Source: an optimization exercise on an open RTL-to-GDS flow (aim: small area, a short achievable clock period and few clock cycles). Production flows keep margins and buffers that such runs may drop. No functional check of the RTL was part of any run shown here. Power and IR drop assume default switching activity.

==> flow/design.v, too long to show whole: its modules and the start of the top module <==
// module neural: 2760 lines
// module accum: 548 lines
// module classfier: 16 lines
// module nnctrl: 179 lines
module nnctrl ( reset, clk, input_signal, in, category,
                ram_addr, ram_we, ram_wdata, ram_rdata, rom_addr, rom_rdata,
                done, ready, score0, score1 ) ;
	input 		reset, clk ;
	input		input_signal ;
	input[31:0] in ;
	output 		category ;
	output[10:0]	ram_addr ;
	output		ram_we ;
	output[31:0]	ram_wdata ;
	input[31:0]	ram_rdata ;
	output[16:0]	rom_addr ;
	input[31:0]	rom_rdata ;
	output reg	done ;
	output reg	ready ;
	output[31:0]	score0, score1 ;
	localparam INIT = 2'd0, IN = 2'd1, COMP = 2'd2, FIN = 2'd3 ;
	reg [1:0]	state ;
	reg [1:0]	icnt ;
	reg		isig_d ;
	reg		we ;
	reg		f0_en, f0_bias ;	 
	reg [2:1]	f_en ;
	reg [5:1]	f_bias ;
	reg [10:0]	addr_ram ;
	reg [16:0]	addr_rom ;
	reg [6:0]	m ;			 
	reg [15:0]	one_r, two_r, neg_r ;	 
	reg [14:0]	xe_r ;
	reg		sa_r ;
	reg [31:0]	wr ;
	reg [62:12]	sr, cr, tr, ur ;	 
	reg		cl_r ;	 
	reg [31:0]	acc, res ;
	assign ram_addr = addr_ram ;
	assign ram_we = we ;
	assign ram_wdata = res ;
	assign rom_addr = addr_rom ;
	assign score0 = res ;
	assign score1 = acc ;
	wire		en = f_en[2] ;
	wire [32:0]	xb = { ram_rdata, 1'b0 } ;
	wire [15:0]	one_d, two_d, neg_d ;
	genvar j ;
	generate for ( j = 0 ; j < 16 ; j = j+1 ) begin : enc
		wire x1 = xb[2*j+2], x0 = xb[2*j+1], xm = xb[2*j] ;
		assign one_d[j] = en & ( x0 ^ xm ) ;
		assign two_d[j] = ( en & ( ( x1 & ~x0 & ~xm ) | ( ~x1 & x0 & xm ) ) ) | ( j == 15 && f_bias[2] ) ;
		assign neg_d[j] = en & x1 & ~( x0 & xm ) ;
	end endgenerate
	wire [62:12]	tsr, tcr, ttr, tur ;
  // ...
==> flow/flow/run.sh <==
#!/bin/bash
set -euo pipefail
W=$(pwd)
R=$W/orfs/results/$FLOW_PLATFORM/nnctrl/base
bash standard.sh synth > synth.log 2>&1
cp $R/1_2_yosys.v $W/synth_standard.v
python3 $W/flow/polarity.py $W/synth_standard.v $W/synth_polarity.v > polarity.log 2>&1
python3 $W/flow/fastfa.py $W/synth_polarity.v $R/1_2_yosys.v 2.8 '^\\?[sctu]r\[' > fastfa.log 2>&1
rm -f $R/1_synth.odb
bash standard.sh finish SETUP_SLACK_MARGIN=7.2 TNS_END_PERCENT=100 > layout.log 2>&1
==> flow/flow/fastfa.py <==
#!/usr/bin/env python3
"""Replace timing-critical full adders by a faster equivalent.

A sky130 fa cell is slow from every input (about 0.4-0.5 ns).  With
p = a ^ b, a full adder is also  sum = p ^ c,  cout = maj(a, b, c): the late
input c reaches sum through one XOR2 and cout through one MAJ3.
This script estimates arrival times with a simple delay model, and replaces
the full adders on the slowest paths by that form (with the latest input as
c) until the estimated critical path stops improving or reaches TARGET.

usage: fastfa.py in.v out.v [target_ns [endpoint_regex]] [-v]
"""
import re, sys, collections

src = open(sys.argv[1]).read()
TARGET = float(sys.argv[3]) if len(sys.argv) > 3 else 0.0
cell_re = re.compile(r'^(\s*)(sky130_fd_sc_hd__\w+)\s+(\S+)\s*\((.*?)\);\s*$', re.S | re.M)
pin_re = re.compile(r'\.(\w+)\(((?:\\\S+\s)|[^()]*?)\)', re.S)
cells = []
for m in cell_re.finditer(src):
    pins = {}
    for pm in pin_re.finditer(m.group(4)):
        pins[pm.group(1)] = pm.group(2).strip()
    cells.append([m.group(2), m.group(3), pins, m.span()])

OUTPINS = {'X', 'Y', 'SUM', 'COUT', 'Q', 'Q_N', 'HI', 'LO'}
def base(t):
    return t.split('__')[-1].rsplit('_', 1)[0]
SEQ = lambda t: base(t).startswith(('df', 'edf', 'sdf'))

driver = {}
loads = collections.defaultdict(list)
for i, c in enumerate(cells):
    for p, n in c[2].items():
        if not n:
            continue
        if p in OUTPINS:
            driver[n] = (i, p)
        else:
            loads[n].append((i, p))

DFA = {'SUM': 0.47, 'COUT': 0.40}
def cdelay(t, outpin):
    b = base(t)
    if b == 'fa':
        return DFA[outpin]
    if b == 'ha':
        return 0.30 if outpin == 'SUM' else 0.25
    if b in ('inv', 'clkinv'):
        return 0.06
    if b in ('buf', 'clkbuf'):
        return 0.15
    if b in ('xor2', 'xnor2'):
        return 0.17
    if SEQ(t):
        return 0.40
    return 0.22

def fo_pen(n):
    return 0.015 * max(0, len(loads[n]) - 1)

# fast[i] = name of the input pin used as the late input
fast = {}

def arrivals():
    arr = {}
    order = []
    # topological by DFS from each net
    sys.setrecursionlimit(100000)
    def net_arr(n):
        if n in arr:
            return arr[n]
        arr[n] = 0.0
        if n not in driver:
            arr[n] = 0.3   # primary input (port) or constant
            return arr[n]
        i, p = driver[n]
        t = cells[i][0]
        if SEQ(t):
            arr[n] = cdelay(t, p) + fo_pen(n)
            return arr[n]
        ins = {q: net_arr(m) for q, m in cells[i][2].items() if q not in OUTPINS and m}
        if i in fast:
            L = fast[i]
            others = [q for q in ('A', 'B', 'CIN') if q != L]
            tp = max(ins[q] for q in others) + 0.17
            if p == 'SUM':
                v = max(tp, ins[L]) + 0.17
            else:
                v = max(ins.values()) + 0.33
        else:
            v = (max(ins.values()) if ins else 0.0) + cdelay(t, p)
        arr[n] = v + fo_pen(n)
        return arr[n]
    for n in list(driver):
        net_arr(n)
    return arr

EPRE = re.compile(sys.argv[4] if len(sys.argv) > 4 and not sys.argv[4].startswith('-') else '.')
def endpoints():
    eps = []
    for i, c in enumerate(cells):
        if SEQ(c[0]) and EPRE.search(c[1]):
            for p, n in c[2].items():
                if p not in OUTPINS and p not in ('CLK',) and n:
                    eps.append(n)
    return eps

def crit_fas(arr, tmax, eps):
    # required times backward
    req = collections.defaultdict(lambda: 1e9)
    for n in eps:
        req[n] = min(req[n], tmax)
    # process nets in decreasing arrival order
    nets = sorted(arr, key=lambda n: -arr[n])
    crit = []
    for n in nets:
        if n not in driver or req[n] >= 1e9:
            continue
        i, p = driver[n]
        t = cells[i][0]
        if SEQ(t):
            continue
        r_out = req[n] - fo_pen(n)
        for q, m in cells[i][2].items():
            if q in OUTPINS or not m:
                continue
            if i in fast:
                d = (0.17 if q == fast[i] else 0.34) if p == 'SUM' else 0.33
            else:
                d = cdelay(t, p)
            req[m] = min(req[m], r_out - d)
        if base(t) == 'fa' and i not in fast and arr[n] > r_out - 0.02:
            crit.append(i)
    return crit

eps = endpoints()
arr = arrivals()
t0 = max(arr[n] for n in eps if n in arr)
best = t0
for it in range(40):
    arr = arrivals()
    tmax = max(arr[n] for n in eps if n in arr)
    if tmax <= TARGET:
        break
    crit = crit_fas(arr, tmax, eps)
    if not crit:
        break
    for i in set(crit):
        ins = {q: arr.get(m, 0.0) for q, m in cells[i][2].items() if q in ('A', 'B', 'CIN')}
        fast[i] = max(ins, key=ins.get)
arr = arrivals()
t1 = max(arr[n] for n in eps if n in arr)
sys.stderr.write('fastfa: estimated critical %.2f -> %.2f ns, %d of %d full adders replaced\n'
                 % (t0, t1, len(fast), sum(1 for c in cells if base(c[0]) == 'fa')))

def q(n):
    return n + (' ' if n.startswith('\\') else '')
out = []
pos = 0
k = 0
for i, c in enumerate(cells):
    s, e = c[3]
    out.append(src[pos:s])
    pos = e
    if i not in fast:
        out.append(src[s:e])
        continue
    L = fast[i]
    a1, a2 = [c[2][x] for x in ('A', 'B', 'CIN') if x != L]
    cc = c[2][L]
    pn = '_ffp%d_' % k
    k += 1
    nm = c[1].lstrip('\\').strip()
    txt = '  wire %s;\n' % pn
    txt += '  sky130_fd_sc_hd__xor2_1 \\%s_p  (\n    .A(%s),\n    .B(%s),\n    .X(%s)\n  );\n' % (nm, q(a1), q(a2), pn)
    if c[2].get('SUM'):
        txt += '  sky130_fd_sc_hd__xor2_1 \\%s_s  (\n    .A(%s),\n    .B(%s),\n    .X(%s)\n  );\n' % (nm, pn, q(cc), q(c[2]['SUM']))
    if c[2].get('COUT'):
        txt += '  sky130_fd_sc_hd__maj3_1 \\%s_c  (\n    .A(%s),\n    .B(%s),\n    .C(%s),\n    .X(%s)\n  );' % (nm, q(a1), q(a2), q(cc), q(c[2]['COUT']))
    out.append(txt)
out.append(src[pos:])
open(sys.argv[2], 'w').write(''.join(out))
if '-v' in sys.argv:
    n = max((n for n in eps if n in arr), key=lambda n: arr[n])
    while n in driver:
        i, p = driver[n]
        sys.stderr.write('  %.2f %s %s %s%s\n' % (arr[n], cells[i][0].split('__')[-1], cells[i][1], p, ' FAST' if i in fast else ''))
        if SEQ(cells[i][0]):
            break
        ins = [(arr.get(m, 0), m) for q2, m in cells[i][2].items() if q2 not in OUTPINS and m]
        n = max(ins)[1]
==> flow/flow/polarity.py <==
#!/usr/bin/env python3
"""Inverter removal around full adders in a flat gate-level Verilog netlist.

A full adder is self-dual: FA(~a, ~b, ~c) = (~sum, ~cout).  An XOR2 can be
swapped for an XNOR2 to complement its output.  This script chooses, for every
full adder and XOR/XNOR gate, whether to complement it so that the number of
inverters needed between cells is smallest, then rewrites the netlist.
Registers and every other cell are left as they are.

usage: polarity.py in.v out.v
"""
import re, sys, random, collections

src = open(sys.argv[1]).read()

# ---- parse the module body into cell instances
mod_m = re.search(r'^module\s+(\S+)\s*\((.*?)\);', src, re.S | re.M)
cell_re = re.compile(r'^(\s*)(sky130_fd_sc_hd__\w+)\s+(\S+)\s*\((.*?)\);\s*$', re.S | re.M)
pin_re = re.compile(r'\.(\w+)\(((?:\\\S+\s)|[^()]*?)\)', re.S)

cells = []          # [type, name, {pin: net}, span]
for m in cell_re.finditer(src):
    pins = {}
    for pm in pin_re.finditer(m.group(4)):
        pins[pm.group(1)] = pm.group(2).strip()
    cells.append([m.group(2), m.group(3), pins, m.span()])

OUTPINS = {'X', 'Y', 'SUM', 'COUT', 'Q', 'Q_N', 'HI', 'LO'}

def base(t):
    return t.split('__')[-1].rsplit('_', 1)[0]

def is_inv(c):
    return base(c[0]) in ('inv', 'clkinv')

def is_buf(c):
    return base(c[0]) in ('buf', 'clkbuf')

# nets used outside cell pins (assign statements, ports): frozen
frozen_nets = set()
for a in re.findall(r'^\s*assign\s+(.*?);', src, re.M | re.S):
    for tok in re.findall(r'(\\\S+|[A-Za-z_][\w$]*(?:\[\d+\])?)', a):
        frozen_nets.add(tok)
port_names = set(re.findall(r'(?:input|output|inout)\s+(?:\[[^\]]*\]\s*)?(\S+?)\s*;', src))

def net_frozen(n):
    b = n.split('[')[0] if not n.startswith('\\') else n
    return n in frozen_nets or b in frozen_nets or b in port_names

driver = {}
loads = collections.defaultdict(list)
for i, c in enumerate(cells):
    for p, n in c[2].items():
        if p in OUTPINS:
            driver[n] = (i, p)
        else:
            loads[n].append((i, p))

# ---- root of every net through inverter chains
def root(n):
    par = 0
    seen = 0
    while n in driver and (is_inv(cells[driver[n][0]]) or is_buf(cells[driver[n][0]])):
        par ^= is_inv(cells[driver[n][0]])
        n = cells[driver[n][0]][2]['A']
        seen += 1
        if seen > 50:
            raise SystemExit('inverter loop')
    return n, par

# ---- signals: root net -> consumers (non-inverter pins) with parity
groups = collections.defaultdict(lambda: {'cons': [], 'nets': set(), 'invs': []})
for i, c in enumerate(cells):
    if is_inv(c) or is_buf(c):
        r, par = root(c[2]['A'])
        g = groups[r]
        g['invs'].append(i)
        g['nets'].add(c[2]['Y' if is_inv(c) else 'X'])
        continue
    for p, n in c[2].items():
        if p in OUTPINS:
            continue
        r, par = root(n)
        groups[r]['cons'].append((i, p, par))
        groups[r]['nets'].add(n)

FLIPFA = lambda c: base(c[0]) == 'fa'
FLIPX = lambda c: base(c[0]) in ('xor2', 'xnor2')

flip = {}
for i, c in enumerate(cells):
    if FLIPFA(c) or FLIPX(c):
        flip[i] = 0

opt_groups = {}
for r, g in groups.items():
    if not g['invs'] and not any(cells[i][0] and FLIPFA(cells[i]) for i, p, q in g['cons']) \
            and not (r in driver and driver[r][0] in flip):
        continue
    nets = set(g['nets']) | {r}
    if any(net_frozen(n) for n in nets) or r not in driver:
        # frozen signal: its driver and consumers keep polarity only if we
        # never flip them; mark them unflippable
        for i, p, q in g['cons']:
            flip.pop(i, None)
        if r in driver:
            flip.pop(driver[r][0], None)
        continue
    opt_groups[r] = g

# consumers that are fixed-polarity are fine; flippable driver of a frozen net removed above
cell_groups = collections.defaultdict(set)
for r, g in opt_groups.items():
    d = driver[r][0]
    cell_groups[d].add(r)
    for i, p, q in g['cons']:
        cell_groups[i].add(r)

def gcost(r):
    g = opt_groups[r]
    fd = flip.get(driver[r][0], 0)
    for i, p, q in g['cons']:
        pc = flip.get(i, 0) if FLIPFA(cells[i]) else 0
        if q ^ fd ^ pc:
            return 1
    return 0

before = sum(len(g['invs']) for g in opt_groups.values())
cur = {r: gcost(r) for r in opt_groups}
random.seed(1)
import math
order = list(flip)
best = dict(flip); bestc = sum(cur.values()); total = bestc
T = 2.0
for step in range(400000):
    i = order[random.randrange(len(order))]
    gs = cell_groups[i]
    old = sum(cur[r] for r in gs)
    flip[i] ^= 1
    new = {r: gcost(r) for r in gs}
    d = sum(new.values()) - old
    if d <= 0 or random.random() < math.exp(-d / T):
        cur.update(new)
        total += d
        if total < bestc:
            bestc = total; best = dict(flip)
    else:
        flip[i] ^= 1
    T = max(0.02, 2.0 * (1 - step / 300000.0))
flip = best
cur = {r: gcost(r) for r in opt_groups}
after = sum(cur.values())
sys.stderr.write('polarity: %d signals, inverters %d -> %d, flipped %d cells\n'
                 % (len(opt_groups), before, after, sum(flip.values())))

# ---- rewrite
remove = set()
newpins = {}           # (cell, pin) -> net
newcells = []
newwires = []
k = 0
for r, g in opt_groups.items():
    remove.update(g['invs'])
    fd = flip.get(driver[r][0], 0)
    inv_net = None
    for i, p, q in g['cons']:
        pc = flip.get(i, 0) if FLIPFA(cells[i]) else 0
        if q ^ fd ^ pc:
            if inv_net is None:
                inv_net = '_pol%d_' % k
                k += 1
                newwires.append(inv_net)
                newcells.append('  sky130_fd_sc_hd__inv_1 %s_i (\n    .A(%s),\n    .Y(%s)\n  );\n'
                                % (inv_net, r + (' ' if r.startswith('\\') else ''), inv_net))
            newpins[(i, p)] = inv_net
        else:
            newpins[(i, p)] = r

out = []
pos = 0
for i, c in enumerate(cells):
    s, e = c[3]
    out.append(src[pos:s])
    pos = e
    if i in remove:
        continue
    t = c[0]
    pins = dict(c[2])
    for p in list(pins):
        if (i, p) in newpins:
            pins[p] = newpins[(i, p)]
    if FLIPX(c) and flip.get(i, 0):
        if base(t) == 'xor2':
            t = t.replace('xor2', 'xnor2')
            pins['Y'] = pins.pop('X')
        else:
            t = t.replace('xnor2', 'xor2')
            pins['X'] = pins.pop('Y')
    body = ',\n'.join('    .%s(%s%s)' % (p, n, ' ' if n.startswith('\\') else '') for p, n in pins.items())
    out.append('  %s %s (\n%s\n  );' % (t, c[1], body))
out.append(src[pos:])
res = ''.join(out)
# declare new wires and add new inverters before endmodule
decl = ''.join('  wire %s;\n' % w for w in newwires)
em = res.rfind('endmodule')
res = res[:em] + decl + ''.join(newcells) + res[em:]
open(sys.argv[2], 'w').write(res)
==> flow/standard.sh <==
#!/bin/bash
# synth_recipe.tcl (not shown) runs the flow's synth.tcl, then flattens the netlist and writes it again
# the make line also repeats each setting of config.mk as NAME=value (left out here)
make -C /OpenROAD-flow-scripts/flow DESIGN_CONFIG=/design/flow/config.mk WORK_HOME=/design/flow/orfs CLKGATE_MAP_FILE= SYNTH_SCRIPT=/design/flow/synth_recipe.tcl "${@:-finish}"
==> flow/config.mk <==
export PLATFORM = sky130hd
export DESIGN_NAME = nnctrl
export DESIGN_NICKNAME = nnctrl
export VERILOG_FILES = /design/flow/design.v
export SDC_FILE = /design/flow/constraint.sdc
export NUM_CORES = 4
export LEC_CHECK = 0
export ABC_CLOCK_PERIOD_IN_PS = 3000
export CAP_MARGIN = 20
export CORE_MARGIN = 2
export CORE_UTILIZATION = 55
export SLEW_MARGIN = 20
==> flow/constraint.sdc <==
create_clock -name core_clock -period 11.0 [get_ports {clk}]
set_input_delay 2.2000 -clock core_clock [delete_from_list [all_inputs] [get_ports {clk}]]
set_output_delay 2.2000 -clock core_clock [all_outputs]
set_load 0.01 [all_outputs]
==> results by group, run 1 <==
Status
  • Status: finished clean

Power and ir drop
  • Int Power: 7.23 mW
  • P per Cell Area: 324 nW/um2
  • Combinational gate power: 9.22 mW
  • Clock Power: 1.60 mW
  • NetSw: 5.99 mW

Layout
  • Commonest cells after routing, fill and taps aside: a22oi_1, xnor2_1, xor2_1, fa_1, dfxtp_1
  • Sequential cell area: 8950 um2
  • Fillers: 5099
  • Sequential share of cell area: 0.219
  • Commonest non-fill, non-tap cell in the layout: a22oi_1
  • Post-Layout Cell Count: 4486
  • Share of cells above drive strength 1: 0.0855
  • Design area: 40800 um2

Detailed routing
  • Total number of vias: 28700
  • DRT antenna net count: 0

Floorplanning
  • Tap Cells: 846
  • DIE AREA: 65600 um2

Global route
  • GR Util met3: 0.0983
  • GRT met2 Usage: 0.558
  • Grt ovf: 0
  • Met1 usage: 0.455

STA
  • Final TNS setup: 0 ns
  • Max Slew Vio Count: 0
  • Rel. slew slack: 0.229
  • Final worst slack: 6.84 ns
  • Fmax: 240 MHz
  • Final Critical Period: 4.16 ns
  • Least-Margin Pin Slew: 1.16 ns

Placement
  • Placer Congestion: 0.866
  • Placed Area: 38600 um2
  • HPWL after detailed placement: 74800 um
  • Placed Cells: 4367

Worst setup path
  • CP Cell Sequence: nand2b_4 -> inv_2 -> fa_1 -> fa_2 -> fa_1 -> fa_2 -> a21oi_2 -> o211ai_1 -> buf_4 -> a211oi_2 -> buf_4 -> and3b_2 -> o221ai_4 -> o41a_1 -> xnor2_1
  • CP bufs+invs: 3
  • Crit Path Max Fanout: 8
  • Kind of start point of the critical path: flop
  • Max incr delay on CP: 0.67 ns

Clocking
  • Clock latency on the worst-skew pair: 0.62 ns
  • CTS-repair resized insts: 92

Yosys
  • Synthesized area: 35000 um2

Hold path
  • Hold Crit Start: f_bias[3]
==> module nnctrl, before the edit <==
module nnctrl ( reset, clk, input_signal, in, category,
                ram_addr, ram_we, ram_wdata, ram_rdata, rom_addr, rom_rdata,
                done, ready, score0, score1 ) ;
	input 		reset, clk ;
	input		input_signal ;
	input[31:0] in ;
	output 		category ;
	output[10:0]	ram_addr ;
	output		ram_we ;
	output[31:0]	ram_wdata ;
	input[31:0]	ram_rdata ;
	output[16:0]	rom_addr ;
	input[31:0]	rom_rdata ;
	output reg	done ;
	output reg	ready ;
	output[31:0]	score0, score1 ;
	localparam INIT = 2'd0, IN = 2'd1, COMP = 2'd2, FIN = 2'd3 ;
	reg [1:0]	state ;
	reg [1:0]	icnt ;
	reg		isig_d ;
	reg		we ;
	reg		f0_en, f0_bias ;	 
	reg [2:1]	f_en ;
	reg [5:1]	f_bias ;
	reg [10:0]	addr_ram ;
	reg [16:0]	addr_rom ;
	reg [6:0]	m ;			 
	reg [15:0]	one_r, two_r, neg_r ;	 
	reg [14:0]	xe_r ;
	reg		sa_r ;
	reg [31:0]	wr ;
	reg [62:12]	sr, cr, tr, ur ;	 
	reg		cl_r ;	 
	reg [31:0]	acc, res ;
	assign ram_addr = addr_ram ;
	assign ram_we = we ;
	assign ram_wdata = res ;
	assign rom_addr = addr_rom ;
	assign score0 = res ;
	assign score1 = acc ;
	wire		en = f_en[2] ;
	wire [32:0]	xb = { ram_rdata, 1'b0 } ;
	wire [15:0]	one_d, two_d, neg_d ;
	genvar j ;
	generate for ( j = 0 ; j < 16 ; j = j+1 ) begin : enc
		wire x1 = xb[2*j+2], x0 = xb[2*j+1], xm = xb[2*j] ;
		assign one_d[j] = en & ( x0 ^ xm ) ;
		assign two_d[j] = ( en & ( ( x1 & ~x0 & ~xm ) | ( ~x1 & x0 & xm ) ) ) | ( j == 15 && f_bias[2] ) ;
		assign neg_d[j] = en & x1 & ~( x0 & xm ) ;
	end endgenerate
	wire [62:12]	tsr, tcr, ttr, tur ;
	wire		tcl ;
	neural aNeural ( .one(one_r), .two(two_r), .neg(neg_r), .xe(xe_r), .sa(sa_r), .w(wr), .r0(tsr), .r1(tcr), .r2(ttr), .r3(tur), .cl(tcl) ) ;
	reg		lc ;
	wire		resolve = f_bias[5] ;
	reg		clr ;
	wire		init_next = state == INIT && icnt != 2'd3 ;
	wire		fin_next = ( state == COMP && f0_bias && m == 7'd102 ) || ( state == FIN && !resolve ) ;
	wire		done_next = state == FIN && resolve ;
	wire		clr_next = ( f_bias[4] && !fin_next ) || done_next || init_next ;
	wire [31:0]	a0 = clr ? 32'd0 : acc ;
	wire		lo_c ;
	wire [31:0]	acc_next ;
	accum aAccum ( .r0(sr), .r1(cr), .r2(tr), .r3(ur), .cl(cl_r), .a0(a0), .lc(lc), .acc_next(acc_next), .lo_c(lo_c) ) ;
	classfier classfier ( reset, clk, state == FIN && resolve, res, acc, category ) ;
	wire rise = input_signal & ~isig_d ;
	wire last = f0_en && ( addr_ram == 11'd999 || addr_ram == 11'd1124 ) ;
	always @( posedge clk ) begin
		one_r <= one_d ;
		two_r <= two_d ;
		neg_r <= neg_d ;
		xe_r <= en ? ram_rdata[14:0] : 15'd0 ;
		sa_r <= en & ram_rdata[31] ;
		wr <= rom_rdata ;
		sr <= tsr ;
		cr <= tcr ;
		tr <= ttr ;
		ur <= tur ;
		cl_r <= tcl ;
		acc <= acc_next ;
		lc <= lo_c ;
		if ( input_signal )
			res <= in ;
		else if ( resolve && state == COMP )
			res <= acc ;
	end
	always @( posedge clk ) begin
		if ( state == INIT || ( state == FIN && resolve ) ) begin
			addr_ram <= 11'd0 ;
			addr_rom <= 17'd0 ;
			m <= 7'd0 ;
		end
		else if ( state == IN || state == COMP ) begin
			if ( last ) begin
				addr_ram <= { 4'b1000, m } ;
				addr_rom <= addr_rom+1 ;
				m <= m+1 ;
			end
			else if ( f0_bias )
				addr_ram <= ( m >= 7'd100 ) ? 11'd1025 : 11'd0 ;
			else if ( f0_en ) begin
				addr_ram <= addr_ram+1 ;
				addr_rom <= addr_rom+1 ;
			end
		end
	end
	always @( posedge clk or posedge reset ) begin
		if ( reset ) begin
			state <= INIT ;
			icnt <= 2'd0 ;
			isig_d <= 1'b0 ;
			we <= 1'b0 ;
			f0_en <= 1'b0 ;
			f0_bias <= 1'b0 ;
			f_en <= 2'd0 ;
			f_bias <= 5'd0 ;
			done <= 1'b0 ;
			ready <= 1'b0 ;
			clr <= 1'b1 ;
		end
		else begin
			isig_d <= input_signal ;
			clr <= clr_next ;
			f_en <= { f_en[1], f0_en } ;
			f_bias <= { f_bias[4:1], f0_bias } ;
			done <= 1'b0 ;
			case ( state )
			INIT: begin
				icnt <= icnt+1 ;
				if ( icnt == 2'd3 ) begin
					state <= IN ;
					ready <= 1'b1 ;
				end
			end
			IN: begin
				if ( last ) begin
					f0_en <= 1'b0 ;
					f0_bias <= 1'b1 ;
					we <= 1'b1 ;
					state <= COMP ;
					ready <= 1'b0 ;
				end
				else begin
					f0_en <= rise ;
					we <= rise ;
				end
			end
			COMP: begin
				if ( last ) begin
					f0_en <= 1'b0 ;
					f0_bias <= 1'b1 ;
					we <= 1'b1 ;
				end
				else if ( f0_bias ) begin
					f0_bias <= 1'b0 ;
					we <= 1'b0 ;
					if ( m == 7'd102 ) begin
						f0_en <= 1'b0 ;
						state <= FIN ;
					end
					else
						f0_en <= 1'b1 ;
				end
				else begin
					f0_en <= 1'b1 ;
					we <= ( addr_ram == 11'd1123 ) && !m[0] ;
				end
			end
			FIN: begin
				if ( resolve ) begin
					done <= 1'b1 ;
					ready <= 1'b1 ;
					state <= IN ;
				end
			end
			endcase
		end
	end
endmodule
==> run 2, diff against run 1 <==
--- a/flow/design.v
+++ b/flow/design.v
@@ -3105,211 +3105,211 @@
 	assign afs34 = r3[29] ^ afc31 ^ afs33;
 	assign afc34 = (r3[29] & afc31) | (r3[29] & afs33) | (afc31 & afs33);
 	assign afs35 = r0[30] ^ r1[30] ^ r2[30];
 	assign afc35 = (r0[30] & r1[30]) | (r0[30] & r2[30]) | (r1[30] & r2[30]);
 	assign afs36 = r3[30] ^ afc33 ^ afs35;
 	assign afc36 = (r3[30] & afc33) | (r3[30] & afs35) | (afc33 & afs35);
 	assign afs37 = r0[31] ^ r1[31] ^ r2[31];
 	assign afc37 = (r0[31] & r1[31]) | (r0[31] & r2[31]) | (r1[31] & r2[31]);
-	assign afs38 = r3[31] ^ a0[0] ^ lc;
-	assign afc38 = (r3[31] & a0[0]) | (r3[31] & lc) | (a0[0] & lc);
-	assign afs39 = afc35 ^ afs37 ^ afs38;
-	assign afc39 = (afc35 & afs37) | (afc35 & afs38) | (afs37 & afs38);
+	assign afs38 = r3[31] ^ lc ^ afc35;
+	assign afc38 = (r3[31] & lc) | (r3[31] & afc35) | (lc & afc35);
+	assign afs39 = afs37 ^ a0[0] ^ afc36;
+	assign afc39 = (afs37 & a0[0]) | (afs37 & afc36) | (a0[0] & afc36);
 	assign afs40 = r0[32] ^ r1[32] ^ r2[32];
 	assign afc40 = (r0[32] & r1[32]) | (r0[32] & r2[32]) | (r1[32] & r2[32]);
-	assign afs41 = r3[32] ^ a0[1] ^ afc37;
-	assign afc41 = (r3[32] & a0[1]) | (r3[32] & afc37) | (a0[1] & afc37);
-	assign afs42 = afc38 ^ afs40 ^ afc39;
-	assign afc42 = (afc38 & afs40) | (afc38 & afc39) | (afs40 & afc39);
+	assign afs41 = r3[32] ^ afc37 ^ afs40;
+	assign afc41 = (r3[32] & afc37) | (r3[32] & afs40) | (afc37 & afs40);
+	assign afs42 = a0[1] ^ afc38 ^ afs41;
+	assign afc42 = (a0[1] & afc38) | (a0[1] & afs41) | (afc38 & afs41);
 	assign afs43 = r0[33] ^ r1[33] ^ r2[33];
 	assign afc43 = (r0[33] & r1[33]) | (r0[33] & r2[33]) | (r1[33] & r2[33]);
-	assign afs44 = r3[33] ^ a0[2] ^ afc40;
-	assign afc44 = (r3[33] & a0[2]) | (r3[33] & afc40) | (a0[2] & afc40);
-	assign afs45 = afs43 ^ afc41 ^ afs44;
-	assign afc45 = (afs43 & afc41) | (afs43 & afs44) | (afc41 & afs44);
+	assign afs44 = r3[33] ^ afc40 ^ afs43;
+	assign afc44 = (r3[33] & afc40) | (r3[33] & afs43) | (afc40 & afs43);
+	assign afs45 = a0[2] ^ afc41 ^ afs44;
+	assign afc45 = (a0[2] & afc41) | (a0[2] & afs44) | (afc41 & afs44);
 	assign afs46 = r0[34] ^ r1[34] ^ r2[34];
 	assign afc46 = (r0[34] & r1[34]) | (r0[34] & r2[34]) | (r1[34] & r2[34]);
-	assign afs47 = r3[34] ^ a0[3] ^ afc43;
-	assign afc47 = (r3[34] & a0[3]) | (r3[34] & afc43) | (a0[3] & afc43);
-	assign afs48 = afs46 ^ afc44 ^ afs47;
-	assign afc48 = (afs46 & afc44) | (afs46 & afs47) | (afc44 & afs47);
+	assign afs47 = r3[34] ^ afc43 ^ afs46;
+	assign afc47 = (r3[34] & afc43) | (r3[34] & afs46) | (afc43 & afs46);
+	assign afs48 = a0[3] ^ afc44 ^ afs47;
+	assign afc48 = (a0[3] & afc44) | (a0[3] & afs47) | (afc44 & afs47);
 	assign afs49 = r0[35] ^ r1[35] ^ r2[35];
 	assign afc49 = (r0[35] & r1[35]) | (r0[35] & r2[35]) | (r1[35] & r2[35]);
-	assign afs50 = r3[35] ^ a0[4] ^ afc46;
-	assign afc50 = (r3[35] & a0[4]) | (r3[35] & afc46) | (a0[4] & afc46);
-	assign afs51 = afs49 ^ afc47 ^ afs50;
-	assign afc51 = (afs49 & afc47) | (afs49 & afs50) | (afc47 & afs50);
+	assign afs50 = r3[35] ^ afc46 ^ afs49;
+	assign afc50 = (r3[35] & afc46) | (r3[35] & afs49) | (afc46 & afs49);
+	assign afs51 = a0[4] ^ afc47 ^ afs50;
+	assign afc51 = (a0[4] & afc47) | (a0[4] & afs50) | (afc47 & afs50);
 	assign afs52 = r0[36] ^ r1[36] ^ r2[36];
 	assign afc52 = (r0[36] & r1[36]) | (r0[36] & r2[36]) | (r1[36] & r2[36]);
-	assign afs53 = r3[36] ^ a0[5] ^ afc49;
-	assign afc53 = (r3[36] & a0[5]) | (r3[36] & afc49) | (a0[5] & afc49);
-	assign afs54 = afs52 ^ afc50 ^ afs53;
-	assign afc54 = (afs52 & afc50) | (afs52 & afs53) | (afc50 & afs53);
+	assign afs53 = r3[36] ^ afc49 ^ afs52;
+	assign afc53 = (r3[36] & afc49) | (r3[36] & afs52) | (afc49 & afs52);
+	assign afs54 = a0[5] ^ afc50 ^ afs53;
+	assign afc54 = (a0[5] & afc50) | (a0[5] & afs53) | (afc50 & afs53);
 	assign afs55 = r0[37] ^ r1[37] ^ r2[37];
 	assign afc55 = (r0[37] & r1[37]) | (r0[37] & r2[37]) | (r1[37] & r2[37]);
-	assign afs56 = r3[37] ^ a0[6] ^ afc52;
-	assign afc56 = (r3[37] & a0[6]) | (r3[37] & afc52) | (a0[6] & afc52);
-	assign afs57 = afs55 ^ afc53 ^ afs56;
-	assign afc57 = (afs55 & afc53) | (afs55 & afs56) | (afc53 & afs56);
+	assign afs56 = r3[37] ^ afc52 ^ afs55;
+	assign afc56 = (r3[37] & afc52) | (r3[37] & afs55) | (afc52 & afs55);
+	assign afs57 = a0[6] ^ afc53 ^ afs56;
+	assign afc57 = (a0[6] & afc53) | (a0[6] & afs56) | (afc53 & afs56);
 	assign afs58 = r0[38] ^ r1[38] ^ r2[38];
 	assign afc58 = (r0[38] & r1[38]) | (r0[38] & r2[38]) | (r1[38] & r2[38]);
-	assign afs59 = r3[38] ^ a0[7] ^ afc55;
-	assign afc59 = (r3[38] & a0[7]) | (r3[38] & afc55) | (a0[7] & afc55);
-	assign afs60 = afs58 ^ afc56 ^ afs59;
-	assign afc60 = (afs58 & afc56) | (afs58 & afs59) | (afc56 & afs59);
+	assign afs59 = r3[38] ^ afc55 ^ afs58;
+	assign afc59 = (r3[38] & afc55) | (r3[38] & afs58) | (afc55 & afs58);
+	assign afs60 = a0[7] ^ afc56 ^ afs59;
+	assign afc60 = (a0[7] & afc56) | (a0[7] & afs59) | (afc56 & afs59);
 	assign afs61 = r0[39] ^ r1[39] ^ r2[39];
 	assign afc61 = (r0[39] & r1[39]) | (r0[39] & r2[39]) | (r1[39] & r2[39]);
-	assign afs62 = r3[39] ^ a0[8] ^ afc58;
-	assign afc62 = (r3[39] & a0[8]) | (r3[39] & afc58) | (a0[8] & afc58);
-	assign afs63 = afs61 ^ afc59 ^ afs62;
-	assign afc63 = (afs61 & afc59) | (afs61 & afs62) | (afc59 & afs62);
+	assign afs62 = r3[39] ^ afc58 ^ afs61;
+	assign afc62 = (r3[39] & afc58) | (r3[39] & afs61) | (afc58 & afs61);
+	assign afs63 = a0[8] ^ afc59 ^ afs62;
+	assign afc63 = (a0[8] & afc59) | (a0[8] & afs62) | (afc59 & afs62);
 	assign afs64 = r0[40] ^ r1[40] ^ r2[40];
 	assign afc64 = (r0[40] & r1[40]) | (r0[40] & r2[40]) | (r1[40] & r2[40]);
-	assign afs65 = r3[40] ^ a0[9] ^ afc61;
-	assign afc65 = (r3[40] & a0[9]) | (r3[40] & afc61) | (a0[9] & afc61);
-	assign afs66 = afs64 ^ afc62 ^ afs65;
-	assign afc66 = (afs64 & afc62) | (afs64 & afs65) | (afc62 & afs65);
+	assign afs65 = r3[40] ^ afc61 ^ afs64;
+	assign afc65 = (r3[40] & afc61) | (r3[40] & afs64) | (afc61 & afs64);
+	assign afs66 = a0[9] ^ afc62 ^ afs65;
+	assign afc66 = (a0[9] & afc62) | (a0[9] & afs65) | (afc62 & afs65);
 	assign afs67 = r0[41] ^ r1[41] ^ r2[41];
 	assign afc67 = (r0[41] & r1[41]) | (r0[41] & r2[41]) | (r1[41] & r2[41]);
-	assign afs68 = r3[41] ^ a0[10] ^ afc64;
-	assign afc68 = (r3[41] & a0[10]) | (r3[41] & afc64) | (a0[10] & afc64);
-	assign afs69 = afs67 ^ afc65 ^ afs68;
-	assign afc69 = (afs67 & afc65) | (afs67 & afs68) | (afc65 & afs68);
+	assign afs68 = r3[41] ^ afc64 ^ afs67;
+	assign afc68 = (r3[41] & afc64) | (r3[41] & afs67) | (afc64 & afs67);
+	assign afs69 = a0[10] ^ afc65 ^ afs68;
+	assign afc69 = (a0[10] & afc65) | (a0[10] & afs68) | (afc65 & afs68);
 	assign afs70 = r0[42] ^ r1[42] ^ r2[42];
 	assign afc70 = (r0[42] & r1[42]) | (r0[42] & r2[42]) | (r1[42] & r2[42]);
-	assign afs71 = r3[42] ^ a0[11] ^ afc67;
-	assign afc71 = (r3[42] & a0[11]) | (r3[42] & afc67) | (a0[11] & afc67);
-	assign afs72 = afs70 ^ afc68 ^ afs71;
-	assign afc72 = (afs70 & afc68) | (afs70 & afs71) | (afc68 & afs71);
+	assign afs71 = r3[42] ^ afc67 ^ afs70;
+	assign afc71 = (r3[42] & afc67) | (r3[42] & afs70) | (afc67 & afs70);
+	assign afs72 = a0[11] ^ afc68 ^ afs71;
+	assign afc72 = (a0[11] & afc68) | (a0[11] & afs71) | (afc68 & afs71);
 	assign afs73 = r0[43] ^ r1[43] ^ r2[43];
 	assign afc73 = (r0[43] & r1[43]) | (r0[43] & r2[43]) | (r1[43] & r2[43]);
-	assign afs74 = r3[43] ^ a0[12] ^ afc70;
-	assign afc74 = (r3[43] & a0[12]) | (r3[43] & afc70) | (a0[12] & afc70);
-	assign afs75 = afs73 ^ afc71 ^ afs74;
-	assign afc75 = (afs73 & afc71) | (afs73 & afs74) | (afc71 & afs74);
+	assign afs74 = r3[43] ^ afc70 ^ afs73;
+	assign afc74 = (r3[43] & afc70) | (r3[43] & afs73) | (afc70 & afs73);
+	assign afs75 = a0[12] ^ afc71 ^ afs74;
+	assign afc75 = (a0[12] & afc71) | (a0[12] & afs74) | (afc71 & afs74);
 	assign afs76 = r0[44] ^ r1[44] ^ r2[44];
 	assign afc76 = (r0[44] & r1[44]) | (r0[44] & r2[44]) | (r1[44] & r2[44]);
-	assign afs77 = r3[44] ^ a0[13] ^ afc73;
-	assign afc77 = (r3[44] & a0[13]) | (r3[44] & afc73) | (a0[13] & afc73);
-	assign afs78 = afs76 ^ afc74 ^ afs77;
-	assign afc78 = (afs76 & afc74) | (afs76 & afs77) | (afc74 & afs77);
+	assign afs77 = r3[44] ^ afc73 ^ afs76;
+	assign afc77 = (r3[44] & afc73) | (r3[44] & afs76) | (afc73 & afs76);
+	assign afs78 = a0[13] ^ afc74 ^ afs77;
+	assign afc78 = (a0[13] & afc74) | (a0[13] & afs77) | (afc74 & afs77);
 	assign afs79 = r0[45] ^ r1[45] ^ r2[45];
 	assign afc79 = (r0[45] & r1[45]) | (r0[45] & r2[45]) | (r1[45] & r2[45]);
-	assign afs80 = r3[45] ^ a0[14] ^ afc76;
-	assign afc80 = (r3[45] & a0[14]) | (r3[45] & afc76) | (a0[14] & afc76);
-	assign afs81 = afs79 ^ afc77 ^ afs80;
-	assign afc81 = (afs79 & afc77) | (afs79 & afs80) | (afc77 & afs80);
+	assign afs80 = r3[45] ^ afc76 ^ afs79;
+	assign afc80 = (r3[45] & afc76) | (r3[45] & afs79) | (afc76 & afs79);
+	assign afs81 = a0[14] ^ afc77 ^ afs80;
+	assign afc81 = (a0[14] & afc77) | (a0[14] & afs80) | (afc77 & afs80);
 	assign afs82 = r0[46] ^ r1[46] ^ r2[46];
 	assign afc82 = (r0[46] & r1[46]) | (r0[46] & r2[46]) | (r1[46] & r2[46]);
-	assign afs83 = r3[46] ^ a0[15] ^ afc79;
-	assign afc83 = (r3[46] & a0[15]) | (r3[46] & afc79) | (a0[15] & afc79);
-	assign afs84 = afs82 ^ afc80 ^ afs83;
-	assign afc84 = (afs82 & afc80) | (afs82 & afs83) | (afc80 & afs83);
+	assign afs83 = r3[46] ^ afc79 ^ afs82;
+	assign afc83 = (r3[46] & afc79) | (r3[46] & afs82) | (afc79 & afs82);
+	assign afs84 = a0[15] ^ afc80 ^ afs83;
+	assign afc84 = (a0[15] & afc80) | (a0[15] & afs83) | (afc80 & afs83);
 	assign afs85 = r0[47] ^ r1[47] ^ r2[47];
 	assign afc85 = (r0[47] & r1[47]) | (r0[47] & r2[47]) | (r1[47] & r2[47]);
-	assign afs86 = r3[47] ^ a0[16] ^ afc82;
-	assign afc86 = (r3[47] & a0[16]) | (r3[47] & afc82) | (a0[16] & afc82);
-	assign afs87 = afs85 ^ afc83 ^ afs86;
-	assign afc87 = (afs85 & afc83) | (afs85 & afs86) | (afc83 & afs86);
+	assign afs86 = r3[47] ^ afc82 ^ afs85;
+	assign afc86 = (r3[47] & afc82) | (r3[47] & afs85) | (afc82 & afs85);
+	assign afs87 = a0[16] ^ afc83 ^ afs86;
+	assign afc87 = (a0[16] & afc83) | (a0[16] & afs86) | (afc83 & afs86);
 	assign afs88 = r0[48] ^ r1[48] ^ r2[48];
 	assign afc88 = (r0[48] & r1[48]) | (r0[48] & r2[48]) | (r1[48] & r2[48]);
-	assign afs89 = r3[48] ^ a0[17] ^ afc85;
-	assign afc89 = (r3[48] & a0[17]) | (r3[48] & afc85) | (a0[17] & afc85);
-	assign afs90 = afs88 ^ afc86 ^ afs89;
-	assign afc90 = (afs88 & afc86) | (afs88 & afs89) | (afc86 & afs89);
+	assign afs89 = r3[48] ^ afc85 ^ afs88;
+	assign afc89 = (r3[48] & afc85) | (r3[48] & afs88) | (afc85 & afs88);
+	assign afs90 = a0[17] ^ afc86 ^ afs89;
+	assign afc90 = (a0[17] & afc86) | (a0[17] & afs89) | (afc86 & afs89);
 	assign afs91 = r0[49] ^ r1[49] ^ r2[49];
 	assign afc91 = (r0[49] & r1[49]) | (r0[49] & r2[49]) | (r1[49] & r2[49]);
-	assign afs92 = r3[49] ^ a0[18] ^ afc88;
-	assign afc92 = (r3[49] & a0[18]) | (r3[49] & afc88) | (a0[18] & afc88);
-	assign afs93 = afs91 ^ afc89 ^ afs92;
-	assign afc93 = (afs91 & afc89) | (afs91 & afs92) | (afc89 & afs92);
+	assign afs92 = r3[49] ^ afc88 ^ afs91;
+	assign afc92 = (r3[49] & afc88) | (r3[49] & afs91) | (afc88 & afs91);
+	assign afs93 = a0[18] ^ afc89 ^ afs92;
+	assign afc93 = (a0[18] & afc89) | (a0[18] & afs92) | (afc89 & afs92);
 	assign afs94 = r0[50] ^ r1[50] ^ r2[50];
 	assign afc94 = (r0[50] & r1[50]) | (r0[50] & r2[50]) | (r1[50] & r2[50]);
-	assign afs95 = r3[50] ^ a0[19] ^ afc91;
-	assign afc95 = (r3[50] & a0[19]) | (r3[50] & afc91) | (a0[19] & afc91);
-	assign afs96 = afs94 ^ afc92 ^ afs95;
-	assign afc96 = (afs94 & afc92) | (afs94 & afs95) | (afc92 & afs95);
+	assign afs95 = r3[50] ^ afc91 ^ afs94;
+	assign afc95 = (r3[50] & afc91) | (r3[50] & afs94) | (afc91 & afs94);
+	assign afs96 = a0[19] ^ afc92 ^ afs95;
+	assign afc96 = (a0[19] & afc92) | (a0[19] & afs95) | (afc92 & afs95);
 	assign afs97 = r0[51] ^ r1[51] ^ r2[51];
 	assign afc97 = (r0[51] & r1[51]) | (r0[51] & r2[51]) | (r1[51] & r2[51]);
-	assign afs98 = r3[51] ^ a0[20] ^ afc94;
-	assign afc98 = (r3[51] & a0[20]) | (r3[51] & afc94) | (a0[20] & afc94);
-	assign afs99 = afs97 ^ afc95 ^ afs98;
-	assign afc99 = (afs97 & afc95) | (afs97 & afs98) | (afc95 & afs98);
+	assign afs98 = r3[51] ^ afc94 ^ afs97;
+	assign afc98 = (r3[51] & afc94) | (r3[51] & afs97) | (afc94 & afs97);
+	assign afs99 = a0[20] ^ afc95 ^ afs98;
+	assign afc99 = (a0[20] & afc95) | (a0[20] & afs98) | (afc95 & afs98);
 	assign afs100 = r0[52] ^ r1[52] ^ r2[52];
 	assign afc100 = (r0[52] & r1[52]) | (r0[52] & r2[52]) | (r1[52] & r2[52]);
-	assign afs101 = r3[52] ^ a0[21] ^ afc97;
-	assign afc101 = (r3[52] & a0[21]) | (r3[52] & afc97) | (a0[21] & afc97);
-	assign afs102 = afs100 ^ afc98 ^ afs101;
-	assign afc102 = (afs100 & afc98) | (afs100 & afs101) | (afc98 & afs101);
+	assign afs101 = r3[52] ^ afc97 ^ afs100;
+	assign afc101 = (r3[52] & afc97) | (r3[52] & afs100) | (afc97 & afs100);
+	assign afs102 = a0[21] ^ afc98 ^ afs101;
+	assign afc102 = (a0[21] & afc98) | (a0[21] & afs101) | (afc98 & afs101);
 	assign afs103 = r0[53] ^ r1[53] ^ r2[53];
 	assign afc103 = (r0[53] & r1[53]) | (r0[53] & r2[53]) | (r1[53] & r2[53]);
-	assign afs104 = r3[53] ^ a0[22] ^ afc100;
-	assign afc104 = (r3[53] & a0[22]) | (r3[53] & afc100) | (a0[22] & afc100);
-	assign afs105 = afs103 ^ afc101 ^ afs104;
-	assign afc105 = (afs103 & afc101) | (afs103 & afs104) | (afc101 & afs104);
+	assign afs104 = r3[53] ^ afc100 ^ afs103;
+	assign afc104 = (r3[53] & afc100) | (r3[53] & afs103) | (afc100 & afs103);
+	assign afs105 = a0[22] ^ afc101 ^ afs104;
+	assign afc105 = (a0[22] & afc101) | (a0[22] & afs104) | (afc101 & afs104);
 	assign afs106 = r0[54] ^ r1[54] ^ r2[54];
 	assign afc106 = (r0[54] & r1[54]) | (r0[54] & r2[54]) | (r1[54] & r2[54]);
-	assign afs107 = r3[54] ^ a0[23] ^ afc103;
-	assign afc107 = (r3[54] & a0[23]) | (r3[54] & afc103) | (a0[23] & afc103);
-	assign afs108 = afs106 ^ afc104 ^ afs107;
-	assign afc108 = (afs106 & afc104) | (afs106 & afs107) | (afc104 & afs107);
+	assign afs107 = r3[54] ^ afc103 ^ afs106;
+	assign afc107 = (r3[54] & afc103) | (r3[54] & afs106) | (afc103 & afs106);
+	assign afs108 = a0[23] ^ afc104 ^ afs107;
+	assign afc108 = (a0[23] & afc104) | (a0[23] & afs107) | (afc104 & afs107);
 	assign afs109 = r0[55] ^ r1[55] ^ r2[55];
 	assign afc109 = (r0[55] & r1[55]) | (r0[55] & r2[55]) | (r1[55] & r2[55]);
-	assign afs110 = r3[55] ^ a0[24] ^ afc106;
-	assign afc110 = (r3[55] & a0[24]) | (r3[55] & afc106) | (a0[24] & afc106);
-	assign afs111 = afs109 ^ afc107 ^ afs110;
-	assign afc111 = (afs109 & afc107) | (afs109 & afs110) | (afc107 & afs110);
+	assign afs110 = r3[55] ^ afc106 ^ afs109;
+	assign afc110 = (r3[55] & afc106) | (r3[55] & afs109) | (afc106 & afs109);
+	assign afs111 = a0[24] ^ afc107 ^ afs110;
+	assign afc111 = (a0[24] & afc107) | (a0[24] & afs110) | (afc107 & afs110);
 	assign afs112 = r0[56] ^ r1[56] ^ r2[56];
 	assign afc112 = (r0[56] & r1[56]) | (r0[56] & r2[56]) | (r1[56] & r2[56]);
-	assign afs113 = r3[56] ^ a0[25] ^ afc109;
-	assign afc113 = (r3[56] & a0[25]) | (r3[56] & afc109) | (a0[25] & afc109);
-	assign afs114 = afs112 ^ afc110 ^ afs113;
-	assign afc114 = (afs112 & afc110) | (afs112 & afs113) | (afc110 & afs113);
+	assign afs113 = r3[56] ^ afc109 ^ afs112;
+	assign afc113 = (r3[56] & afc109) | (r3[56] & afs112) | (afc109 & afs112);
+	assign afs114 = a0[25] ^ afc110 ^ afs113;
+	assign afc114 = (a0[25] & afc110) | (a0[25] & afs113) | (afc110 & afs113);
 	assign afs115 = r0[57] ^ r1[57] ^ r2[57];
 	assign afc115 = (r0[57] & r1[57]) | (r0[57] & r2[57]) | (r1[57] & r2[57]);
-	assign afs116 = r3[57] ^ a0[26] ^ afc112;
-	assign afc116 = (r3[57] & a0[26]) | (r3[57] & afc112) | (a0[26] & afc112);
-	assign afs117 = afs115 ^ afc113 ^ afs116;
-	assign afc117 = (afs115 & afc113) | (afs115 & afs116) | (afc113 & afs116);
+	assign afs116 = r3[57] ^ afc112 ^ afs115;
+	assign afc116 = (r3[57] & afc112) | (r3[57] & afs115) | (afc112 & afs115);
+	assign afs117 = a0[26] ^ afc113 ^ afs116;
+	assign afc117 = (a0[26] & afc113) | (a0[26] & afs116) | (afc113 & afs116);
 	assign afs118 = r0[58] ^ r1[58] ^ r2[58];
 	assign afc118 = (r0[58] & r1[58]) | (r0[58] & r2[58]) | (r1[58] & r2[58]);
-	assign afs119 = r3[58] ^ a0[27] ^ afc115;
-	assign afc119 = (r3[58] & a0[27]) | (r3[58] & afc115) | (a0[27] & afc115);
-	assign afs120 = afs118 ^ afc116 ^ afs119;
-	assign afc120 = (afs118 & afc116) | (afs118 & afs119) | (afc116 & afs119);
+	assign afs119 = r3[58] ^ afc115 ^ afs118;
+	assign afc119 = (r3[58] & afc115) | (r3[58] & afs118) | (afc115 & afs118);
+	assign afs120 = a0[27] ^ afc116 ^ afs119;
+	assign afc120 = (a0[27] & afc116) | (a0[27] & afs119) | (afc116 & afs119);
 	assign afs121 = r0[59] ^ r1[59] ^ r2[59];
 	assign afc121 = (r0[59] & r1[59]) | (r0[59] & r2[59]) | (r1[59] & r2[59]);
-	assign afs122 = r3[59] ^ a0[28] ^ afc118;
-	assign afc122 = (r3[59] & a0[28]) | (r3[59] & afc118) | (a0[28] & afc118);
-	assign afs123 = afs121 ^ afc119 ^ afs122;
-	assign afc123 = (afs121 & afc119) | (afs121 & afs122) | (afc119 & afs122);
+	assign afs122 = r3[59] ^ afc118 ^ afs121;
+	assign afc122 = (r3[59] & afc118) | (r3[59] & afs121) | (afc118 & afs121);
+	assign afs123 = a0[28] ^ afc119 ^ afs122;
+	assign afc123 = (a0[28] & afc119) | (a0[28] & afs122) | (afc119 & afs122);
 	assign afs124 = r0[60] ^ r1[60] ^ r2[60];
 	assign afc124 = (r0[60] & r1[60]) | (r0[60] & r2[60]) | (r1[60] & r2[60]);
-	assign afs125 = r3[60] ^ a0[29] ^ afc121;
-	assign afc125 = (r3[60] & a0[29]) | (r3[60] & afc121) | (a0[29] & afc121);
-	assign afs126 = afs124 ^ afc122 ^ afs125;
-	assign afc126 = (afs124 & afc122) | (afs124 & afs125) | (afc122 & afs125);
+	assign afs125 = r3[60] ^ afc121 ^ afs124;
+	assign afc125 = (r3[60] & afc121) | (r3[60] & afs124) | (afc121 & afs124);
+	assign afs126 = a0[29] ^ afc122 ^ afs125;
+	assign afc126 = (a0[29] & afc122) | (a0[29] & afs125) | (afc122 & afs125);
 	assign afs127 = r0[61] ^ r1[61] ^ r2[61];
 	assign afc127 = (r0[61] & r1[61]) | (r0[61] & r2[61]) | (r1[61] & r2[61]);
-	assign afs128 = r3[61] ^ a0[30] ^ afc124;
-	assign afc128 = (r3[61] & a0[30]) | (r3[61] & afc124) | (a0[30] & afc124);
-	assign afs129 = afs127 ^ afc125 ^ afs128;
-	assign afc129 = (afs127 & afc125) | (afs127 & afs128) | (afc125 & afs128);
+	assign afs128 = r3[61] ^ afc124 ^ afs127;
+	assign afc128 = (r3[61] & afc124) | (r3[61] & afs127) | (afc124 & afs127);
+	assign afs129 = a0[30] ^ afc125 ^ afs128;
+	assign afc129 = (a0[30] & afc125) | (a0[30] & afs128) | (afc125 & afs128);
 	assign afs130 = r0[62] ^ r1[62] ^ r2[62];
 	assign afc130 = (r0[62] & r1[62]) | (r0[62] & r2[62]) | (r1[62] & r2[62]);
-	assign afs131 = r3[62] ^ a0[31] ^ afc127;
-	assign afc131 = (r3[62] & a0[31]) | (r3[62] & afc127) | (a0[31] & afc127);
-	assign afs132 = afs130 ^ afc128 ^ afs131;
-	assign afc132 = (afs130 & afc128) | (afs130 & afs131) | (afc128 & afs131);
+	assign afs131 = r3[62] ^ afc127 ^ afs130;
+	assign afc131 = (r3[62] & afc127) | (r3[62] & afs130) | (afc127 & afs130);
+	assign afs132 = a0[31] ^ afc128 ^ afs131;
+	assign afc132 = (a0[31] & afc128) | (a0[31] & afs131) | (afc128 & afs131);
 	wire [18:0] l_s = { afc34, afc32, afc30, afc28, afc26, afc24, afc22, afc20, afc18, afc16, afc14, afc12, afc10, afc8, afc6, afc4, afc2, afs1, afs0 } ;
 	wire [18:0] l_c = { afs36, afs34, afs32, afs30, afs28, afs26, afs24, afs22, afs20, afs18, afs16, afs14, afs12, afs10, afs8, afs6, afs4, afs2, ahs0 } ;
 	wire [18:0] l_sum ;
 	assign { lo_c, l_sum } = { 1'b0, l_s } + { 1'b0, l_c } ;
-	assign acc_next = { afc129, afc126, afc123, afc120, afc117, afc114, afc111, afc108, afc105, afc102, afc99, afc96, afc93, afc90, afc87, afc84, afc81, afc78, afc75, afc72, afc69, afc66, afc63, afc60, afc57, afc54, afc51, afc48, afc45, afc42, afs41, afc36 } + { afs132, afs129, afs126, afs123, afs120, afs117, afs114, afs111, afs108, afs105, afs102, afs99, afs96, afs93, afs90, afs87, afs84, afs81, afs78, afs75, afs72, afs69, afs66, afs63, afs60, afs57, afs54, afs51, afs48, afs45, afs42, afs39 } ;
+	assign acc_next = { afc129, afc126, afc123, afc120, afc117, afc114, afc111, afc108, afc105, afc102, afc99, afc96, afc93, afc90, afc87, afc84, afc81, afc78, afc75, afc72, afc69, afc66, afc63, afc60, afc57, afc54, afc51, afc48, afc45, afc42, afc39, afs38 } + { afs132, afs129, afs126, afs123, afs120, afs117, afs114, afs111, afs108, afs105, afs102, afs99, afs96, afs93, afs90, afs87, afs84, afs81, afs78, afs75, afs72, afs69, afs66, afs63, afs60, afs57, afs54, afs51, afs48, afs45, afs42, afs39 } ;
 endmodule
 `timescale 1ns/10ps
 module classfier ( rst, clk, enable, data1, data2, category ) ;
 	input rst, clk, enable ;
 	input signed [31:0] data1, data2 ;
 	output reg category ;
 	always@( posedge clk or posedge rst ) begin
 		if ( rst )
@@ -3374,22 +3374,22 @@
 		assign two_d[j] = ( en & ( ( x1 & ~x0 & ~xm ) | ( ~x1 & x0 & xm ) ) ) | ( j == 15 && f_bias[2] ) ;
 		assign neg_d[j] = en & x1 & ~( x0 & xm ) ;
 	end endgenerate
 	wire [62:12]	tsr, tcr, ttr, tur ;
 	wire		tcl ;
 	neural aNeural ( .one(one_r), .two(two_r), .neg(neg_r), .xe(xe_r), .sa(sa_r), .w(wr), .r0(tsr), .r1(tcr), .r2(ttr), .r3(tur), .cl(tcl) ) ;
 	reg		lc ;
 	wire		resolve = f_bias[5] ;
-	reg		clr ;
+	reg		keep ;
 	wire		init_next = state == INIT && icnt != 2'd3 ;
 	wire		fin_next = ( state == COMP && f0_bias && m == 7'd102 ) || ( state == FIN && !resolve ) ;
 	wire		done_next = state == FIN && resolve ;
 	wire		clr_next = ( f_bias[4] && !fin_next ) || done_next || init_next ;
-	wire [31:0]	a0 = clr ? 32'd0 : acc ;
+	wire [31:0]	a0 = keep ? acc : 32'd0 ;
 	wire		lo_c ;
 	wire [31:0]	acc_next ;
 	accum aAccum ( .r0(sr), .r1(cr), .r2(tr), .r3(ur), .cl(cl_r), .a0(a0), .lc(lc), .acc_next(acc_next), .lo_c(lo_c) ) ;
 	classfier classfier ( reset, clk, state == FIN && resolve, res, acc, category ) ;
 	wire rise = input_signal & ~isig_d ;
 	wire last = f0_en && ( addr_ram == 11'd999 || addr_ram == 11'd1124 ) ;
 	always @( posedge clk ) begin
 		one_r <= one_d ;
@@ -3437,21 +3437,21 @@
 			isig_d <= 1'b0 ;
 			we <= 1'b0 ;
 			f0_en <= 1'b0 ;
 			f0_bias <= 1'b0 ;
 			f_en <= 2'd0 ;
 			f_bias <= 5'd0 ;
 			done <= 1'b0 ;
 			ready <= 1'b0 ;
-			clr <= 1'b1 ;
+			keep <= 1'b0 ;
 		end
 		else begin
 			isig_d <= input_signal ;
-			clr <= clr_next ;
+			keep <= !clr_next ;
 			f_en <= { f_en[1], f0_en } ;
 			f_bias <= { f_bias[4:1], f0_bias } ;
 			done <= 1'b0 ;
 			case ( state )
 			INIT: begin
 				icnt <= icnt+1 ;
 				if ( icnt == 2'd3 ) begin
 					state <= IN ;
==> flow/flow/run.sh (replaced) <==
#!/bin/bash
set -euo pipefail
W=$(pwd)
R=$W/orfs/results/$FLOW_PLATFORM/nnctrl/base
bash standard.sh synth > synth.log 2>&1
cp $R/1_2_yosys.v $W/synth_standard.v
python3 $W/flow/polarity.py $W/synth_standard.v $W/synth_polarity.v > polarity.log 2>&1
python3 $W/flow/fastfa.py $W/synth_polarity.v $R/1_2_yosys.v 2.8 '^\\?[sctu]r\[' > fastfa.log 2>&1
rm -f $R/1_synth.odb
bash standard.sh finish SETUP_SLACK_MARGIN=7.4 TNS_END_PERCENT=100 "BUFFER_PORTS_ARGS=-buffer_cell sky130_fd_sc_hd__buf_2" > layout.log 2>&1
--- a/flow/flow/fastfa.py
+++ b/flow/flow/fastfa.py
@@ -1,14 +1,15 @@
 #!/usr/bin/env python3
 """Replace timing-critical full adders by a faster equivalent.
 
 A sky130 fa cell is slow from every input (about 0.4-0.5 ns).  With
 p = a ^ b, a full adder is also  sum = p ^ c,  cout = maj(a, b, c): the late
-input c reaches sum through one XOR2 and cout through one MAJ3.
+input c reaches sum through one XOR2 and cout through one MAJ3.  Half adders
+on those paths become XOR2 + AND2.
 This script estimates arrival times with a simple delay model, and replaces
 the full adders on the slowest paths by that form (with the latest input as
 c) until the estimated critical path stops improving or reaches TARGET.
 
 usage: fastfa.py in.v out.v [target_ns [endpoint_regex]] [-v]
 """
 import re, sys, collections
 
@@ -75,17 +76,19 @@
             arr[n] = 0.3   # primary input (port) or constant
             return arr[n]
         i, p = driver[n]
         t = cells[i][0]
         if SEQ(t):
             arr[n] = cdelay(t, p) + fo_pen(n)
             return arr[n]
         ins = {q: net_arr(m) for q, m in cells[i][2].items() if q not in OUTPINS and m}
-        if i in fast:
+        if i in fast and fast[i] == 'HA':
+            v = max(ins.values()) + (0.17 if p == 'SUM' else 0.15)
+        elif i in fast:
             L = fast[i]
             others = [q for q in ('A', 'B', 'CIN') if q != L]
             tp = max(ins[q] for q in others) + 0.17
             if p == 'SUM':
                 v = max(tp, ins[L]) + 0.17
             else:
                 v = max(ins.values()) + 0.33
         else:
@@ -120,56 +123,71 @@
         i, p = driver[n]
         t = cells[i][0]
         if SEQ(t):
             continue
         r_out = req[n] - fo_pen(n)
         for q, m in cells[i][2].items():
             if q in OUTPINS or not m:
                 continue
-            if i in fast:
+            if i in fast and fast[i] == 'HA':
+                d = 0.17 if p == 'SUM' else 0.15
+            elif i in fast:
                 d = (0.17 if q == fast[i] else 0.34) if p == 'SUM' else 0.33
             else:
                 d = cdelay(t, p)
             req[m] = min(req[m], r_out - d)
-        if base(t) == 'fa' and i not in fast and arr[n] > r_out - 0.02:
+        if base(t) in ('fa', 'ha') and i not in fast and arr[n] > r_out - 0.02:
             crit.append(i)
     return crit
 
 eps = endpoints()
 arr = arrivals()
 t0 = max(arr[n] for n in eps if n in arr)
 best = t0
 for it in range(40):
     arr = arrivals()
     tmax = max(arr[n] for n in eps if n in arr)
     if tmax <= TARGET:
         break
     crit = crit_fas(arr, tmax, eps)
     if not crit:
         break
     for i in set(crit):
+        if base(cells[i][0]) == 'ha':
+            fast[i] = 'HA'
+            continue
         ins = {q: arr.get(m, 0.0) for q, m in cells[i][2].items() if q in ('A', 'B', 'CIN')}
         fast[i] = max(ins, key=ins.get)
 arr = arrivals()
 t1 = max(arr[n] for n in eps if n in arr)
-sys.stderr.write('fastfa: estimated critical %.2f -> %.2f ns, %d of %d full adders replaced\n'
-                 % (t0, t1, len(fast), sum(1 for c in cells if base(c[0]) == 'fa')))
+sys.stderr.write('fastfa: estimated critical %.2f -> %.2f ns, %d of %d full adders and %d of %d half adders replaced\n'
+                 % (t0, t1, sum(1 for v in fast.values() if v != 'HA'), sum(1 for c in cells if base(c[0]) == 'fa'),
+                    sum(1 for v in fast.values() if v == 'HA'), sum(1 for c in cells if base(c[0]) == 'ha')))
 
 def q(n):
     return n + (' ' if n.startswith('\\') else '')
 out = []
 pos = 0
 k = 0
 for i, c in enumerate(cells):
     s, e = c[3]
     out.append(src[pos:s])
     pos = e
     if i not in fast:
         out.append(src[s:e])
+        continue
+    if fast[i] == 'HA':
+        nm = c[1].lstrip('\\').strip()
+        txt = ''
+        if c[2].get('SUM'):
+            txt += '  sky130_fd_sc_hd__xor2_1 \\%s_s  (\n    .A(%s),\n    .B(%s),\n    .X(%s)\n  );\n' % (nm, q(c[2]['A']), q(c[2]['B']), q(c[2]['SUM']))
+        if c[2].get('COUT'):
+            txt += '  sky130_fd_sc_hd__and2_1 \\%s_c  (\n    .A(%s),\n    .B(%s),\n    .X(%s)\n  );' % (nm, q(c[2]['A']), q(c[2]['B']), q(c[2]['COUT']))
+        out.append(txt)
         continue
     L = fast[i]
     a1, a2 = [c[2][x] for x in ('A', 'B', 'CIN') if x != L]
     cc = c[2][L]
     pn = '_ffp%d_' % k
     k += 1
     nm = c[1].lstrip('\\').strip()
     txt = '  wire %s;\n' % pn
==> results by group, run 2 <==
Floorplanning
  • Die Wd: 257 um
  • Core area: 63100 um2
  • Site row count: 92
  • DIE AREA: 65900 um2 (+0.47%)
  • Initial Util: 0.557
  • IO Count: 227
  • Die H: 257 um

Power and ir drop
  • P per Cell Area: 367 nW/um2 (+13%)
  • Total power: 15.0 mW
  • VDD IR-drop max: 0.625 mV
  • Pleak: 17.1 nW

Detailed routing
  • WL/cell: 26.2 um
  • DRT iter0 DRCs: 3123
  • Total number of vias: 29100 (+1.2%)
  • Drt drc: 0
  • DRT antenna net count: 0 (unchanged)
  • 1st-pass router iterations: 8
  • Routed wire length: 120000 um
  • Vias/cell: 6.35

STA
  • Max Slew Vio Count: 0 (unchanged)
  • Least-Margin Pin Slew: 1.15 ns (-0.00459 ns)
  • Worst clock skew: 0.0355 ns
  • Setup Viol. Count Final: 0
  • Final worst-path cycle share: 0.367
  • Fmax: 248 MHz (+3.0%)
  • Rel. slew slack: 0.232 (+0.00306)
  • Final Hold Vio Count: 0
  • Unrepaired setup endpoints after global routing: true
  • Final Critical Period: 4.04 ns (-0.122 ns)
  • Final TNS setup: 0 ns (unchanged)

Layout
  • Share of cells above drive strength 1: 0.150 (+0.0645)
  • Fin nets: 4261
  • Commonest non-fill, non-tap cell in the layout: a22oi_1
  • Area Growth Syn to Fin: 16.2%
  • Ant. Diodes: 0
  • Fillers: 5169 (+1.4%)
  • Commonest cells after routing, fill and taps aside: a22oi_1, xnor2_1, xor2_1, dfxtp_1, fa_1
  • Post-Layout Cell Count: 4578 (+2.1%)

Global route
  • GRT met2 Usage: 0.549 (-0.00954)
  • Grt peak-use layer: met2
  • GR Util met3: 0.0944 (-0.00393)
  • Largest net degree at the start of global routing: 67
  • Vias in the first global route: 30000
  • Met1 usage: 0.460 (+0.00509)
  • Initial antenna violation count: 2
  • First-pass GRT wire length: 180000 um
  • Total GRT Usage: 0.355
  • Grt ovf: 0 (unchanged)

Worst setup path
  • Critical Path AT: 4.53 ns
  • Slowest CP cell: fa_1
  • Crit Path Max Fanout: 4 (-4)
  • Crit path kind: reg -> reg
  • Kind of start point of the critical path: flop
  • CP dominant cell by count: fa_1
  • CP required: 11.49 ns
  • Max incr delay on CP: 0.55 ns (-0.12 ns)
  • Worst setup EP type: flop
  • CP Cell Sequence: fa_1 -> fa_1 -> fa_1 -> ha_4 -> a2111o_1 -> a31oi_4 -> o21ai_4 -> and4_4 -> o211ai_1 -> nand2_1 -> a311oi_2 -> xnor2_1

Yosys
  • Mapped Cells: 3331
  • Avg Synthesized Cell Area: 10.5 um2
  • Syn Nets: 3898
  • Synthesized area: 35100 um2 (+0.48%)
  • Yosys warns: 2

Clocking
  • Clock sink count: 420
  • H-tree depth: 2
  • Total CTS buffers: 46
  • Clock latency on the worst-skew pair: 0.61 ns (about the same)
  • Root Buffer: clkbuf_16
  • Clock Tree Buf Depth: 3
  • CTS tree: built
  • Worst-path clk slew: 0.07 ns

Placement
  • Placer Congestion: 0.891 (+2.9%)
  • Placed Cells: 4426 (+1.4%)
  • HPWL after detailed placement: 72000 um (-3.6%)
  • Port buffer count: 226

Run
  • # Max-Cap Violations: 0

Hold path
  • Worst hold path type: reg -> reg

Status
  • Status: finished clean
-- run 2: final cells by class --
| cell class | count | area, um2 | share of cell area |
|---|---|---|---|
| multi-input combinational | 2775 | 26100 | 0.641 |
| sequential | 420 | 8950 | 0.219 |
| timing repair buffer | 355 | 2670 | 0.0655 |
| clock buffer | 73 | 1390 | 0.0339 |
| tap | 846 | 1060 | 0.0259 |
| inverter | 96 | 360 | 0.00883 |
| clock inverter | 13 | 239 | 0.00586 |
-- run 2: report_power, final --
group / internal, mW / leakage (nW) / total, mW / switching (mW)
Sequential: 2.10 / 3.64 / 2.43 / 0.329
Clock: 0.969 / 0.786 / 1.63 / 0.661
Combinational: 5.19 / 12.6 / 10.9 / 5.73
Total: 8.25 / 17.1 / 15.0 / 6.72
-- run 2: metal layers --
metal,wire (um),vias up
met2,52300,1875
li1,-,12500
met5,59,-
met4,7070,2
met3,14300,513
met1,46100,14200
-- run 2: through the flow --
step / cell area, um2 / setup slack [ns] / util / hold WS (ns)
after floorplan: 35200 / 7.22 / - / 0.331
after global placement: 37700 / 6.54 / 0.597 / 0.334
after detailed placement: 37700 / 6.45 / 0.597 / 0.341
after CTS: 40200 / 7.01 / 0.638 / 0.348
after global routing: 40800 / 6.87 / 0.647 / 0.354
final: 40800 / 6.96 / 0.647 / 0.347
-- run 2: final timing paths --
kind                       cells past startpoint  startpoint  slack (ns)   endpoint
max reg2reg                                   12      tr[35]        6.96    acc[26]
min reg2reg                                    0   f_bias[3]        0.35  f_bias[4]
max                                           12      tr[35]        6.96    acc[26]
min                                            0   f_bias[3]        0.35  f_bias[4]
min in group asynchronous                      2       reset        1.71  f_bias[2]
max in group asynchronous                      2       reset        8.84     isig_d
-- run 2: critical path, delay by kind of cell (launching register included) --
family | cells | cell delay [ns]
fa+ha+maj | 4 | 1.73
flops | 1 | 0.32
simple gates | 2 | 0.39
xor+xnor | 1 | 0.10
compound gates | 5 | 1.40
-- run 2: what timing repair did --
item                       4_1_cts  5_1_grt
setup buffers                   27       28
setup endpoints to repair       23       55
cloned                           6        5
pin swaps                       21       39
gates resized for setup         98       67
hold buffers                     0        0

static timing again, ports no longer ideal:
The flow's constraints put no driver on any port. The routed layouts listed below were extracted and timed again, unchanged, in two steps.
Step 1 assumes that a clkbuf_16 drives the clock port and a buf_2 every other input.
Step 2 also shifts input and output timing later by t, the mid clock arrival at the registers, as if the neighbouring blocks saw the same clock.
a / b / c = ideal / step 1 / step 2; a / b = the first two.
run	shift t [ns]	slack for setup (ns)	worst setup path after step 2
run 1	0.669	6.839 / 6.839 / 6.839	register to register
run 2	0.660	6.962 / 6.962 / 6.962	register to register
After both steps setup and hold are still met in every run listed.
